Background: an optimization exercise with open tools, aiming at small area and a short achievable clock period. Do not read the settings as production practice. Function was checked by simulation only, so behaviour that the tests miss may differ from the original. The flow treats the clock pin as an ideal source. Dropping or thinning the clock tree relies on that and would not hold on a real chip. Power figures rest on the tool's default switching activity, not on a simulated workload.

`design.v`:
```
module Viterbi_Decoder(
    input [1:0] encoded_signal,
    input clk,
    input reset,
    output wire decoded_signal
);
  reg        t, tp;
  reg [2:0]  e, f;
  reg [2:0]  dr;        
  reg [35:0] re;        
  reg [3:0]  cnt;       
  reg        dec;
  wire [12:0] X, Y;
  vd_tables tables (.t(t), .e(e), .f(f), .X(X), .Y(Y));
  wire [3:0] cntn;
  wire nv14, g10, g11, g12, g20, g21, g22;
  vd_ctl ctl (.reset(reset), .cnt(cnt), .dr(dr), .t(t), .tp(tp), .cntn(cntn), .nv14(nv14),
              .g10(g10), .g11(g11), .g12(g12), .g20(g20), .g21(g21), .g22(g22));
  wire [35:0] ren;
  genvar k;
  generate
    for (k = 0; k < 12; k = k + 1) begin : st
      vd_col col (.s(re[3*k +: 3]), .d0(dr[0]), .g10(g10), .g11(g11), .g12(g12),
                  .g20(g20), .g21(g21), .g22(g22), .n(ren[3*k +: 3]));
    end
  endgenerate
  wire o00, o11, o10, o01;
  vd_out outs (.s(ren[35:33]), .i00(X[3:2]), .i11(X[1:0]), .i10(Y[3:2]), .i01(Y[1:0]),
               .o00(o00), .o11(o11), .o10(o10), .o01(o01));
  wire       tn, decn;
  wire [2:0] en, fn, dn;
  vd_sel sel (.c0(encoded_signal[0]), .c1(encoded_signal[1]), .reset(reset), .nv14(nv14),
              .X(X), .Y(Y), .o00(o00), .o11(o11), .o10(o10), .o01(o01),
              .tn(tn), .en(en), .fn(fn), .dn(dn), .decn(decn));
  always @(posedge clk) begin
    t   <= tn;     
    e   <= en;
    f   <= fn;
    cnt <= cntn;
    tp  <= t;
    dr  <= dn;
    re  <= {ren[32:0], dr};
    dec <= decn;
  end
  assign decoded_signal = dec;
endmodule
module vd_tables(
    input t,
    input [2:0] e,
    input [2:0] f,
    output [12:0] X,
    output [12:0] Y
);
  wire tb_new_n34, tb_new_n35, tb_new_n36, tb_new_n37, tb_new_n38, tb_new_n39, tb_new_n40, tb_new_n41, tb_new_n42, tb_new_n43, tb_new_n44, tb_new_n45, tb_new_n47, tb_new_n48, tb_new_n49, tb_new_n51, tb_new_n52, tb_new_n54, tb_new_n55, tb_new_n56, tb_new_n57, tb_new_n58, tb_new_n59, tb_new_n60, tb_new_n61, tb_new_n63, tb_new_n64, tb_new_n66, tb_new_n67, tb_new_n69, tb_new_n71, tb_new_n72, tb_new_n73, tb_new_n75, tb_new_n76, tb_new_n77, tb_new_n78, tb_new_n79, tb_new_n80, tb_new_n81, tb_new_n83, tb_new_n84, tb_new_n86, tb_new_n87, tb_new_n88, tb_new_n90, tb_new_n91, tb_new_n92, tb_new_n93, tb_new_n94, tb_new_n95, tb_new_n97, tb_new_n100, tb_new_n102, tb_new_n103, tb_new_n108, tb_new_n110, tb_new_n111, tb_new_n112, tb_new_n113, tb_new_n116, tb_new_n118, tb_new_n120;
  vc_inv_1 tbg00 (.A(t), .Y(tb_new_n34));
  vc_inv_1 tbg01 (.A(e[2]), .Y(tb_new_n35));
  vc_nor3_1 tbg02 (.A(f[1]), .B(tb_new_n34), .C(tb_new_n35), .Y(tb_new_n36));
  vc_inv_1 tbg03 (.A(tb_new_n36), .Y(tb_new_n37));
  vc_inv_1 tbg04 (.A(e[0]), .Y(tb_new_n38));
  vc_inv_1 tbg05 (.A(f[2]), .Y(tb_new_n39));
  vc_nor2_1 tbg06 (.A(f[0]), .B(tb_new_n39), .Y(tb_new_n40));
  vc_inv_1 tbg07 (.A(tb_new_n40), .Y(tb_new_n41));
  vc_a21oi_1 tbg08 (.A1(tb_new_n41), .A2(tb_new_n35), .B1(tb_new_n38), .Y(tb_new_n42));
  vc_nor2_1 tbg09 (.A(e[0]), .B(tb_new_n35), .Y(tb_new_n43));
  vc_nor2_1 tbg10 (.A(t), .B(tb_new_n35), .Y(tb_new_n44));
  vc_nor2_1 tbg11 (.A(f[0]), .B(tb_new_n34), .Y(tb_new_n45));
  vc_o22ai_1 tbg12 (.A1(e[1]), .A2(tb_new_n43), .B1(tb_new_n44), .B2(tb_new_n45), .Y(X[5]));
  vc_nor2_1 tbg13 (.A(e[0]), .B(tb_new_n34), .Y(tb_new_n47));
  vc_inv_1 tbg14 (.A(tb_new_n47), .Y(tb_new_n48));
  vc_nand2_1 tbg15 (.A(X[5]), .B(tb_new_n48), .Y(tb_new_n49));
  vc_o21ai_0 tbg16 (.A1(tb_new_n42), .A2(tb_new_n49), .B1(tb_new_n37), .Y(X[0]));
  vc_inv_1 tbg17 (.A(f[0]), .Y(tb_new_n51));
  vc_nor2_1 tbg18 (.A(f[1]), .B(tb_new_n51), .Y(tb_new_n52));
  vc_a211oi_1 tbg19 (.A1(tb_new_n48), .A2(tb_new_n52), .B1(tb_new_n39), .C1(tb_new_n36), .Y(X[1]));
  vc_nor2_1 tbg20 (.A(t), .B(tb_new_n39), .Y(tb_new_n54));
  vc_inv_1 tbg21 (.A(tb_new_n54), .Y(tb_new_n55));
  vc_nor2_1 tbg22 (.A(e[0]), .B(tb_new_n55), .Y(tb_new_n56));
  vc_nor2_1 tbg23 (.A(tb_new_n40), .B(tb_new_n56), .Y(tb_new_n57));
  vc_inv_1 tbg24 (.A(tb_new_n44), .Y(tb_new_n58));
  vc_nand2_1 tbg25 (.A(tb_new_n35), .B(t), .Y(tb_new_n59));
  vc_nand2_1 tbg26 (.A(tb_new_n58), .B(tb_new_n59), .Y(tb_new_n60));
  vc_nor3_1 tbg27 (.A(t), .B(e[1]), .C(tb_new_n38), .Y(tb_new_n61));
  vc_nor2_1 tbg28 (.A(tb_new_n61), .B(tb_new_n60), .Y(Y[4]));
  vc_nand2_1 tbg29 (.A(tb_new_n57), .B(Y[4]), .Y(tb_new_n63));
  vc_nand3_1 tbg30 (.A(tb_new_n34), .B(e[0]), .C(e[1]), .Y(tb_new_n64));
  vc_nand2_1 tbg31 (.A(tb_new_n63), .B(tb_new_n64), .Y(X[2]));
  vc_inv_1 tbg32 (.A(f[1]), .Y(tb_new_n66));
  vc_nor2_1 tbg33 (.A(f[1]), .B(tb_new_n58), .Y(tb_new_n67));
  vc_o22ai_1 tbg34 (.A1(tb_new_n66), .A2(tb_new_n39), .B1(tb_new_n67), .B2(tb_new_n57), .Y(X[3]));
  vc_nor2_1 tbg35 (.A(f[2]), .B(tb_new_n34), .Y(tb_new_n69));
  vc_a211oi_1 tbg36 (.A1(tb_new_n52), .A2(tb_new_n34), .B1(tb_new_n54), .C1(tb_new_n69), .Y(X[4]));
  vc_inv_1 tbg37 (.A(e[1]), .Y(tb_new_n71));
  vc_nor2_1 tbg38 (.A(tb_new_n71), .B(tb_new_n39), .Y(tb_new_n72));
  vc_nand2_1 tbg39 (.A(tb_new_n72), .B(t), .Y(tb_new_n73));
  vc_o21ai_0 tbg40 (.A1(e[2]), .A2(tb_new_n64), .B1(tb_new_n73), .Y(X[6]));
  vc_nand2_1 tbg41 (.A(tb_new_n34), .B(e[1]), .Y(tb_new_n75));
  vc_inv_1 tbg42 (.A(tb_new_n69), .Y(tb_new_n76));
  vc_o21ai_0 tbg43 (.A1(tb_new_n36), .A2(tb_new_n41), .B1(tb_new_n76), .Y(tb_new_n77));
  vc_nor2_1 tbg44 (.A(e[2]), .B(f[2]), .Y(tb_new_n78));
  vc_inv_1 tbg45 (.A(tb_new_n78), .Y(tb_new_n79));
  vc_o21ai_0 tbg46 (.A1(t), .A2(tb_new_n51), .B1(tb_new_n79), .Y(tb_new_n80));
  vc_a21oi_1 tbg47 (.A1(tb_new_n80), .A2(tb_new_n71), .B1(tb_new_n56), .Y(tb_new_n81));
  vc_o221ai_1 tbg48 (.A1(f[0]), .A2(tb_new_n75), .B1(tb_new_n38), .B2(tb_new_n77), .C1(tb_new_n81), .Y(X[7]));
  vc_inv_1 tbg49 (.A(tb_new_n43), .Y(tb_new_n83));
  vc_a22oi_1 tbg50 (.A1(tb_new_n54), .A2(f[1]), .B1(tb_new_n72), .B2(t), .Y(tb_new_n84));
  vc_o21ai_0 tbg51 (.A1(tb_new_n83), .A2(tb_new_n76), .B1(tb_new_n84), .Y(X[8]));
  vc_nor2_1 tbg52 (.A(e[1]), .B(f[2]), .Y(tb_new_n86));
  vc_a21oi_1 tbg53 (.A1(e[0]), .A2(tb_new_n86), .B1(tb_new_n72), .Y(tb_new_n87));
  vc_nand2_1 tbg54 (.A(tb_new_n55), .B(tb_new_n59), .Y(tb_new_n88));
  vc_o21ai_0 tbg55 (.A1(tb_new_n45), .A2(tb_new_n88), .B1(tb_new_n87), .Y(X[9]));
  vc_inv_1 tbg56 (.A(tb_new_n67), .Y(tb_new_n90));
  vc_nand2_1 tbg57 (.A(tb_new_n61), .B(f[2]), .Y(tb_new_n91));
  vc_nor2_1 tbg58 (.A(tb_new_n78), .B(tb_new_n86), .Y(tb_new_n92));
  vc_a21oi_1 tbg59 (.A1(tb_new_n58), .A2(tb_new_n75), .B1(tb_new_n92), .Y(tb_new_n93));
  vc_inv_1 tbg60 (.A(tb_new_n93), .Y(tb_new_n94));
  vc_nand2_1 tbg61 (.A(tb_new_n57), .B(tb_new_n94), .Y(tb_new_n95));
  vc_o21ai_0 tbg62 (.A1(tb_new_n90), .A2(tb_new_n91), .B1(tb_new_n95), .Y(X[10]));
  vc_o211ai_1 tbg63 (.A1(t), .A2(e[1]), .B1(e[2]), .C1(tb_new_n37), .Y(tb_new_n97));
  vc_o21ai_0 tbg64 (.A1(tb_new_n83), .A2(tb_new_n94), .B1(tb_new_n97), .Y(X[11]));
  vc_o211ai_1 tbg65 (.A1(tb_new_n51), .A2(tb_new_n90), .B1(tb_new_n76), .C1(tb_new_n87), .Y(X[12]));
  vc_nor2_1 tbg66 (.A(tb_new_n39), .B(tb_new_n43), .Y(tb_new_n100));
  vc_nor2_1 tbg67 (.A(tb_new_n100), .B(tb_new_n60), .Y(Y[0]));
  vc_inv_1 tbg68 (.A(tb_new_n100), .Y(tb_new_n102));
  vc_nand2_1 tbg69 (.A(tb_new_n52), .B(tb_new_n35), .Y(tb_new_n103));
  vc_o21ai_0 tbg70 (.A1(tb_new_n34), .A2(tb_new_n103), .B1(tb_new_n102), .Y(Y[1]));
  vc_o21ai_0 tbg71 (.A1(t), .A2(tb_new_n103), .B1(tb_new_n102), .Y(Y[3]));
  vc_nor3_1 tbg72 (.A(tb_new_n67), .B(tb_new_n88), .C(Y[3]), .Y(Y[2]));
  vc_o22ai_1 tbg73 (.A1(f[1]), .A2(tb_new_n40), .B1(tb_new_n54), .B2(tb_new_n69), .Y(Y[5]));
  vc_nor2_1 tbg74 (.A(e[2]), .B(f[0]), .Y(tb_new_n108));
  vc_nor3_1 tbg75 (.A(tb_new_n66), .B(tb_new_n108), .C(tb_new_n60), .Y(Y[6]));
  vc_nor2_1 tbg76 (.A(e[0]), .B(tb_new_n90), .Y(tb_new_n110));
  vc_inv_1 tbg77 (.A(tb_new_n110), .Y(tb_new_n111));
  vc_o22ai_1 tbg78 (.A1(tb_new_n35), .A2(tb_new_n51), .B1(f[1]), .B2(tb_new_n79), .Y(tb_new_n112));
  vc_o21ai_0 tbg79 (.A1(tb_new_n34), .A2(tb_new_n112), .B1(tb_new_n111), .Y(tb_new_n113));
  vc_a21oi_1 tbg80 (.A1(tb_new_n47), .A2(X[8]), .B1(tb_new_n113), .Y(Y[7]));
  vc_o21ai_0 tbg81 (.A1(tb_new_n41), .A2(tb_new_n59), .B1(tb_new_n97), .Y(Y[8]));
  vc_a22oi_1 tbg82 (.A1(f[1]), .A2(f[2]), .B1(tb_new_n52), .B2(tb_new_n35), .Y(tb_new_n116));
  vc_o31ai_1 tbg83 (.A1(tb_new_n44), .A2(tb_new_n47), .A3(tb_new_n69), .B1(tb_new_n116), .Y(Y[9]));
  vc_o21ai_0 tbg84 (.A1(t), .A2(tb_new_n112), .B1(tb_new_n83), .Y(tb_new_n118));
  vc_o21ai_0 tbg85 (.A1(X[11]), .A2(tb_new_n111), .B1(tb_new_n118), .Y(Y[10]));
  vc_a21oi_1 tbg86 (.A1(tb_new_n108), .A2(tb_new_n34), .B1(tb_new_n39), .Y(tb_new_n120));
  vc_o31ai_1 tbg87 (.A1(tb_new_n78), .A2(tb_new_n86), .A3(tb_new_n120), .B1(tb_new_n84), .Y(Y[11]));
  vc_nand3_1 tbg88 (.A(tb_new_n116), .B(tb_new_n59), .C(tb_new_n91), .Y(Y[12]));
endmodule
module vd_ctl(
    input reset,
    input [3:0] cnt,
    input [2:0] dr,
    input t, tp,
    output [3:0] cntn,
    output nv14,
    output g10, g11, g12, g20, g21, g22
);
  wire ct_new_n24, ct_new_n25, ct_new_n26, ct_new_n27, ct_new_n28, ct_new_n30, ct_new_n31, ct_new_n33, ct_new_n35, ct_new_n37;
  vc_nand3_1 ctg00 (.A(cnt[1]), .B(cnt[2]), .C(cnt[3]), .Y(nv14));
  vc_a21oi_1 ctg01 (.A1(nv14), .A2(cnt[0]), .B1(reset), .Y(cntn[0]));
  vc_nand2_1 ctg02 (.A(cnt[2]), .B(cnt[3]), .Y(ct_new_n24));
  vc_nand2_1 ctg03 (.A(cnt[0]), .B(cnt[1]), .Y(ct_new_n25));
  vc_inv_1 ctg04 (.A(ct_new_n25), .Y(ct_new_n26));
  vc_inv_1 ctg05 (.A(reset), .Y(ct_new_n27));
  vc_o21ai_0 ctg06 (.A1(cnt[0]), .A2(cnt[1]), .B1(ct_new_n27), .Y(ct_new_n28));
  vc_a21oi_1 ctg07 (.A1(ct_new_n26), .A2(ct_new_n24), .B1(ct_new_n28), .Y(cntn[1]));
  vc_inv_1 ctg08 (.A(cnt[3]), .Y(ct_new_n30));
  vc_o21ai_0 ctg09 (.A1(cnt[2]), .A2(ct_new_n26), .B1(ct_new_n27), .Y(ct_new_n31));
  vc_a31oi_1 ctg10 (.A1(cnt[2]), .A2(ct_new_n30), .A3(ct_new_n26), .B1(ct_new_n31), .Y(cntn[2]));
  vc_nand2_1 ctg11 (.A(ct_new_n26), .B(cnt[2]), .Y(ct_new_n33));
  vc_a21oi_1 ctg12 (.A1(ct_new_n33), .A2(ct_new_n30), .B1(reset), .Y(cntn[3]));
  vc_inv_1 ctg13 (.A(tp), .Y(ct_new_n35));
  vc_nor2_1 ctg14 (.A(dr[1]), .B(ct_new_n35), .Y(g10));
  vc_inv_1 ctg15 (.A(dr[1]), .Y(ct_new_n37));
  vc_nor2_1 ctg16 (.A(tp), .B(ct_new_n37), .Y(g11));
  vc_nor2_1 ctg17 (.A(g10), .B(g11), .Y(g12));
  vc_a21oi_1 ctg18 (.A1(ct_new_n35), .A2(t), .B1(dr[2]), .Y(g20));
  vc_a21boi_0 ctg19 (.A1(t), .A2(tp), .B1_N(dr[2]), .Y(g21));
  vc_nor2_1 ctg20 (.A(g21), .B(g20), .Y(g22));
endmodule
module vd_col(
    input [2:0] s,
    input d0, g10, g11, g12, g20, g21, g22,
    output [2:0] n
);
  assign n[0] = ~(d0 ? s[1] : s[0]);
  assign n[1] = ~((g10 & s[0]) | (g11 & s[1]) | (g12 & s[2]));
  assign n[2] = ~((g20 & s[0]) | (g21 & s[1]) | (g22 & s[2]));
endmodule
module vd_out(
    input [2:0] s,
    input [1:0] i00, i11, i10, i01,
    output o00, o11, o10, o01
);
  function pick(input [2:0] v, input [1:0] i);
    pick = i[1] ? v[2] : (i[0] ? v[1] : v[0]);
  endfunction
  assign o00 = pick(s, i00);
  assign o11 = pick(s, i11);
  assign o10 = pick(s, i10);
  assign o01 = pick(s, i01);
endmodule
module vd_sel(
    input c0, c1, reset, nv14,
    input [12:0] X,
    input [12:0] Y,
    input o00, o11, o10, o01,
    output tn,
    output [2:0] en,
    output [2:0] fn,
    output [2:0] dn,
    output decn
);
  wire s00, s01, s10, s11, nrst;    
  vc_nor3_1   u_s00 (.A(c0), .B(c1), .C(reset), .Y(s00));
  vc_nor3b_1  u_s01 (.A(c1), .B(reset), .C_N(c0), .Y(s01));
  vc_nor3b_1  u_s10 (.A(c0), .B(reset), .C_N(c1), .Y(s10));
  vc_and3b_1  u_s11 (.A_N(reset), .B(c0), .C(c1), .X(s11));
  vc_inv_1    u_nr (.A(reset), .Y(nrst));
  vc_or2_1    u_t (.A(s01), .B(s10), .X(tn));
  vd_sel4 #(.R(1)) u_e2 (s00, s01, s10, s11, nrst, {X[9],  Y[9],  Y[12], X[12]}, en[2]);
  vd_sel4 #(.R(1)) u_e1 (s00, s01, s10, s11, nrst, {X[8],  Y[8],  Y[11], X[11]}, en[1]);
  vd_sel4 #(.R(0)) u_e0 (s00, s01, s10, s11, nrst, {X[7],  Y[7],  Y[10], X[10]}, en[0]);
  vd_sel4 #(.R(0)) u_f2 (s00, s01, s10, s11, nrst, {X[12], Y[12], Y[9],  X[9]},  fn[2]);
  vd_sel4 #(.R(0)) u_f1 (s00, s01, s10, s11, nrst, {X[11], Y[11], Y[8],  X[8]},  fn[1]);
  vd_sel4 #(.R(1)) u_f0 (s00, s01, s10, s11, nrst, {X[10], Y[10], Y[7],  X[7]},  fn[0]);
  vd_sel4 #(.R(0))     u_d2 (s00, s01, s10, s11, nrst, {X[6],  Y[6],  Y[5],  X[5]},  dn[2]);
  vd_sel4 #(.R(0))     u_d1 (s00, s01, s10, s11, nrst, {X[4],  Y[5],  Y[6],  X[4]},  dn[1]);
  vd_sel4 #(.R(0))     u_d0 (s00, s01, s10, s11, nrst, {X[5],  Y[4],  Y[4],  X[6]},  dn[0]);
  wire p1, p2;
  vc_a22oi_1  u_o1 (.A1(s00), .A2(o00), .B1(s01), .B2(o10), .Y(p1));
  vc_a22oi_1  u_o2 (.A1(s10), .A2(o01), .B1(s11), .B2(o11), .Y(p2));
  vc_a21oi_1  u_dec (.A1(p1), .A2(p2), .B1(nv14), .Y(decn));
endmodule
module vd_sel4 #(parameter R = 0) (
    input s00, s01, s10, s11, nrst,
    input [3:0] d,
    output y
);
  wire p1, p2;
  vc_a22oi_1 u_p1 (.A1(s00), .A2(d[0]), .B1(s01), .B2(d[1]), .Y(p1));
  vc_a22oi_1 u_p2 (.A1(s10), .A2(d[2]), .B1(s11), .B2(d[3]), .Y(p2));
  generate
    if (R) begin : one
      vc_nand3_1 u_y (.A(p1), .B(p2), .C(nrst), .Y(y));
    end else begin : zero
      vc_nand2_1 u_y (.A(p1), .B(p2), .Y(y));
    end
  endgenerate
endmodule
module vc_a211oi_1(input A1, input A2, input B1, input C1, output Y);
  assign Y = (~A1&~B1&~C1) | (~A2&~B1&~C1);
endmodule
module vc_a21boi_0(input A1, input A2, input B1_N, output Y);
  assign Y = (~A1&B1_N) | (~A2&B1_N);
endmodule
module vc_a21oi_1(input A1, input A2, input B1, output Y);
  assign Y = (~A1&~B1) | (~A2&~B1);
endmodule
module vc_a22oi_1(input A1, input A2, input B1, input B2, output Y);
  assign Y = (~A1&~B1) | (~A1&~B2) | (~A2&~B1) | (~A2&~B2);
endmodule
module vc_a31oi_1(input A1, input A2, input A3, input B1, output Y);
  assign Y = (~A1&~B1) | (~A2&~B1) | (~A3&~B1);
endmodule
module vc_and3b_1(input A_N, input B, input C, output X);
  assign X = (~A_N&B&C);
endmodule
module vc_inv_1(input A, output Y);
  assign Y = (~A);
endmodule
module vc_nand2_1(input A, input B, output Y);
  assign Y = (~A) | (~B);
endmodule
module vc_nand3_1(input A, input B, input C, output Y);
  assign Y = (~A) | (~B) | (~C);
endmodule
module vc_nor2_1(input A, input B, output Y);
  assign Y = (~A&~B);
endmodule
module vc_nor3_1(input A, input B, input C, output Y);
  assign Y = (~A&~B&~C);
endmodule
module vc_nor3b_1(input A, input B, input C_N, output Y);
  assign Y = (~A&~B&C_N);
endmodule
module vc_o211ai_1(input A1, input A2, input B1, input C1, output Y);
  assign Y = (~A1&~A2) | (~B1) | (~C1);
endmodule
module vc_o21ai_0(input A1, input A2, input B1, output Y);
  assign Y = (~A1&~A2) | (~B1);
endmodule
module vc_o221ai_1(input A1, input A2, input B1, input B2, input C1, output Y);
  assign Y = (~B1&~B2) | (~A1&~A2) | (~C1);
endmodule
module vc_o22ai_1(input A1, input A2, input B1, input B2, output Y);
  assign Y = (~B1&~B2) | (~A1&~A2);
endmodule
module vc_o31ai_1(input A1, input A2, input A3, input B1, output Y);
  assign Y = (~A1&~A2&~A3) | (~B1);
endmodule
module vc_or2_1(input A, input B, output X);
  assign X = (A) | (B);
endmodule
```
`flow/run.sh`:
```
#!/bin/bash
# The standard layout (the standard.sh, unchanged synthesis), with two
# optimisation knobs: port buffers of a normal buffer cell instead of the
# delay cell buffer_ports picks by default, and a setup margin so that the
# resizer's repair works towards a shorter period than the 10 ns constraint.
# The constraints (constraint.sdc) are not changed.
set -euo pipefail
bash standard.sh \
  "POST_CTS_TCL=$PWD/flow/flat_clock.tcl" \
  "BUFFER_PORTS_ARGS=-buffer_cell sky130_fd_sc_hd__buf_2" \
  SETUP_SLACK_MARGIN=${MARGIN:-7.2} \
  ABC_LOAD_IN_FF=1 \
  "CTS_ARGS=-sink_clustering_enable -repair_clock_nets -dont_use_dummy_load" \
  finish > make_finish.log 2>&1
```
`flow/flat_clock.tcl`:
```
set block [ord::get_db_block]
set clkport_net [$block findNet clk]
set root ""
foreach it [$clkport_net getITerms] {
  if {[$it isInputSignal]} { set root [$it getInst] }
}
if {$root eq ""} { error "flat_clock: no root clock buffer" }
set rootin ""; set rootout ""
foreach it [$root getITerms] {
  if {[$it isInputSignal]} { set rootin $it }
  if {[$it isOutputSignal]} { set rootout [$it getNet] }
}
set leaves {}
set other 0
foreach it [$rootout getITerms] {
  set inst [$it getInst]
  if {$inst eq $root} continue
  if {[string match "sky130_fd_sc_hd__clkbuf*" [[$inst getMaster] getName]]} {
    lappend leaves $it
  } else {
    incr other
  }
}
puts "flat_clock: root [$root getName], [llength $leaves] leaf buffers, $other other sinks"
if {$other == 0 && [llength $leaves] > 0 && [llength $leaves] <= 4} {
  foreach it $leaves {
    $it disconnect
    $it connect $clkport_net
  }
  $rootin disconnect
  foreach it [$root getITerms] { if {[$it isOutputSignal]} { $it disconnect } }
  odb::dbInst_destroy $root
  odb::dbNet_destroy $rootout
  detailed_placement
  estimate_parasitics -placement
} else {
  puts "flat_clock: tree left as it is"
}
```
`standard.sh`:
```
#!/bin/bash
# synth_recipe.tcl (not shown) runs the flow's synth.tcl, then flattens the netlist and writes it again
# the make line also repeats each setting of config.mk as NAME=value (left out here)
make -C /OpenROAD-flow-scripts/flow DESIGN_CONFIG=/design/flow/config.mk WORK_HOME=/design/flow/orfs CLKGATE_MAP_FILE= SYNTH_SCRIPT=/design/flow/synth_recipe.tcl "${@:-finish}"
```
`config.mk`:
```
export PLATFORM = sky130hd
export DESIGN_NAME = Viterbi_Decoder
export DESIGN_NICKNAME = Viterbi_Decoder
export VERILOG_FILES = /design/flow/design.v
export SDC_FILE = /design/flow/constraint.sdc
export NUM_CORES = 4
export LEC_CHECK = 0
export CAP_MARGIN = 20
export CORE_MARGIN = 2
export CORE_UTILIZATION = 40
export SLEW_MARGIN = 20
export SYNTH_HIERARCHICAL = 1
export SYNTH_MINIMUM_KEEP_SIZE = 0
```
`constraint.sdc`:
```
create_clock -name core_clock -period 10.0 [get_ports {clk}]
set_input_delay 2.0000 -clock core_clock [delete_from_list [all_inputs] [get_ports {clk}]]
set_output_delay 2.0000 -clock core_clock [all_outputs]
set_load 0.01 [all_outputs]
```
==> run summary <==
per-stage QoR:
| stage | instances | setup WS [ns] |
|---|---|---|
| after floorplan | 246 | 7.23 |
| after global placement | 323 | 6.89 |
| after detailed placement | 323 | 6.86 |
| after global routing | 336 | 7.18 |
| final | 336 | 7.22 |
layout by cell type (no fill, tap or decap), types with 3 or more instances in the layout:
cell type  instances
a222oi_1          24
o21ai_1           20
buf_4              8
dfxtp_1           52
a22oi_1           20
a21oi_1           11
nand2_1           24
nor3_1             4
nand3_1            6
clkbuf_8           4
nor2_1            21
mux2i_1           16
o22ai_1            4
nor2_2             3
inv_1             25
per-module statistics from Yosys (local to each module, per instance), a selection:
module,times used,flip-flops and latches
Viterbi_Decoder,1,52
vc_a211oi_1,2,0
vc_a21boi_0,1,0
vc_a21oi_1,11,0
vc_and3b_1,1,0
vc_nand3_1,6,0
vc_nor2_1,24,0
vc_o211ai_1,2,0
vc_o31ai_1,2,0
vc_or2_1,1,0
power groups by stage:
stage | Clock [mW] | Combinational [mW] | Sequential (mW)
floorplan | 0 | 0.119 | 0.309
global placement | 0 | 0.157 | 0.322
finish | 0.0851 | 0.162 | 0.319
detailed placement | 0 | 0.153 | 0.322
global route | 0.0974 | 0.180 | 0.326
state kept, by name, summed over array words and instances (netlist names):
signal and cells:
cnt 4, dec 1, dr 3, e 3
f 3, re 36, t 1, tp 1
cell families (layout without fill, tap and decap cells):
| group | Yosys count | after routing | synth area share |
|---|---|---|---|
| AO/OA/AOI/OAI | 90 | 90 | 0.295 |
| buffers and inverters | 25 | 42 | 0.0424 |
| flip-flops | 52 | 52 | 0.470 |
| multiplexers | 16 | 16 | 0.0724 |
| AND/OR/NAND/NOR | 63 | 64 | 0.120 |
how the worst max path moves through the flow:
stage | start | to | slack, ns
6_report | encoded_signal[0] | dr[2]$_DFF_P_ | 7.22
5_1_grt | encoded_signal[0] | dr[2]$_DFF_P_ | 7.18
3_5_place_dp | reset | dec$_DFF_P_ | 6.86
3_3_place_gp | reset | dec$_DFF_P_ | 6.89
2_1_floorplan | reset | dec$_DFF_P_ | 7.23
critical path: cells and delay by family:
family | cells | cell delay [ns]
buffers and inverters | 3 | 0.44
AND/OR/NAND/NOR | 2 | 0.23
AO/OA/AOI/OAI | 1 | 0.14
layer usage:
metal | track usage | vias to the layer above | wire length, um
li1 | - | 987 | -
met1 | 0.251 | 971 | 2460
met2 | 0.296 | 77 | 2660
met3 | 0.0402 | 15 | 332
met4 | 0.0579 | 0 | 116
met5 | 0 | - | 0
Yosys cell counts:
library cell  count
nor3b_1           2
dfxtp_1          52
o21ai_1          20
mux2i_1          16
and3b_1           1
a211oi_1          2
nand2_1          24
inv_1            25
a21boi_1          1
o221ai_1          1
a22oi_1          22
o31ai_1           2
o22ai_1           4
nor2_1           24
a21oi_1          11
nor3_1            5
nand3_1           6
a31oi_1           1
o211ai_1          2
or2_0             1
a222oi_1         24
cell type report:
cell class                 count  area share
clock buffer                   4      0.0218
inverter                      25      0.0371
multi-input combinational    170       0.452
sequential                    52       0.412
tap                           72      0.0356
timing repair buffer          13      0.0416
==> summary.md <==
| Metric | Value |
|---|---|
| Initial DRC Count | `around 250` |
| Slew headroom | `0.398` |
| Final Net Count | `270` |
| Clock power frac | `0.150` |
| Hold Crit Class | `reg -> reg` |
| Final hold viol count | `0` |
| DIE AREA | `0.00614 mm^2` |
| Yosys warns | `8` |
| Yosys cell types | `21` |
| Peak supply drop | `0.0000977 V` |
| Total number of vias | `between 2,000 and 2,500` |
| Worst Max-Slew Pin Slew | `between 0.8 and 0.9 ns` |
| Mapped Area | `0.00221 mm^2` |
| ANT cells | `0` |
| Storage element area | `between 0.001 and 0.0015 mm^2` |
| Slew Limit Fails | `0` |
| DP Wirelength | `roughly 3800 um` |
| CP Data Required Time | `~10 ns` |
| Final Cell Area | `about 0.0025 mm^2` |
| Multi-input gate area | `0.00114 mm^2` |
| Synth area leader | `dfxtp_1` |
| PwrDens | `around 220 mW/mm^2` |
| Most frequent CP cell | `buf_4` |
| I/O Buffers | `4` |
| P_int | `between 0.3 and 0.4 mW` |
| First-pass GRT wire length | `9170 um` |
| Worst path slowest cell | `nor3b_4` |
| Clk slew on worst S/H paths | `roughly 0.080 ns` |
| Hold path startpoint | `dr[2]$_DFF_P_` |
| WL/cell | `16.6 um` |
| Gr usage total | `0.185` |
| Fill cell count | `around 540` |
| Clk sink count | `52` |
| Post-route DRC | `0` |
| Worst r2r src | `tp$_DFF_P_` |
| Period utilization | `0.278` |
| Post-Syn Instances | `246` |
| Cell Chain, Critical Path | `clkbuf_4, nor3b_4, buf_4, buf_4, a22oi_2, nand2_1` |
| Unrepaired setup endpoints after global routing | `no` |
| Synth top area cells | `dfxtp_1 (47%), a222oi_1 (11%), a22oi_1 (7.5%), mux2i_1 (7.2%), o21ai_1 (4.5%)` |
| Status | `no timing/DRC/antenna violations` |
| Post-route total power | `0.566 mW` |
| Final setup fails | `0` |
| CP endpoint kind | `flip-flop` |
| Vias per inst | `between 6 and 7` |
| Syn Area/Cell | `roughly 9.0 um^2` |
| R2R Path End | `dec$_DFF_P_` |
| Mapped Nets | `250` |
| Finished Core Util | `0.465` |
| Max Cap Viol | `0` |
| Final period demand of the worst path | `2.78 ns` |
| Skew-Pair Late Insertion Delay | `roughly 0.15 ns` |
| Sw Ratio | `0.336` |
| Last weighted congestion value of the routability-driven placer | `slightly below 1` |
| Drt total wl | `5570 um` |
| Core box area | `around 0.0054 mm^2` |
| Die Wd | `~78 um` |
| P_leak | `about 1 nW` |
| Maximum fanout along the worst path | `5` |
| Crit path launch type | `primary input` |
| Number of global-route vias before repair | `~1,900` |
| Fin Setup TNS | `0 ns` |
| Worst EP arrival | `~2.8 ns` |
| Synthesized flop and latch total | `52` |
| Initial Util | `0.407` |
| Fin Clk Skew | `between 0.02 and 0.03 ns` |
| Final ANT Viol Nets | `0` |
| DR pass1 iterations | `5` |
| Chip Height | `78.4 um` |
| GRT overflow | `0` |
| Antenna violations before repair | `0` |
| Path depth of the worst reg2reg path | `8` |
| R2R setup slack | `7.46 ns` |
| Fmax | `360 MHz` |
| Pin count of the biggest net entering global routing | `18` |
| Slowest stage delay, CP | `~0.16 ns` |
| Synth top area share | `0.470` |
| Reg power frac | `0.563` |
| Switching power | `~0.19 mW` |
| Crit path kind | `in -> reg` |
| Fraction of layout cells with a size suffix above 1 | `0.102` |
| Area after DPL | `~0.0023 mm^2` |
| Comb pwr share | `0.287` |
| Syn-to-layout area delta | `14.2%` |
| Worst Hold Endpoint | `re[2]$_DFF_P_` |
| I/O pins | `5` |
| Min Hold Slack | `roughly 0.36 ns` |
| FP Rows | `27` |
| Post-synthesis sequential area ratio | `0.470` |
| WHS Path Cells | `0` |

re-timing with driven ports:
The results above use ideal ports. As a check the final layout listed here was re-extracted and re-timed, cells and wires unchanged. Step 1, drivers: a clkbuf_16 drives clk and a buf_2 each remaining input, both assumed. Step 2 moves the port delays by t, midway between the first and last clock arrival at a register: inputs arrive t later, outputs are due t later. That takes back most of the time a late clock gives input paths. Three values: no drivers, after step 1, after step 2; two values: the first two.
t (ns): 0.189
setup WS [ns]: 7.222 / 7.250 / 7.062
worst hold slack (ns): 0.365 / 0.365 / 0.365
slew at the worst register clock pin (ns): 0.10 / 0.10
After both steps setup and hold are still met in this run. For this run, drivers alone change the setup slack by +0.028 ns; drivers and shift together by -0.160 ns.
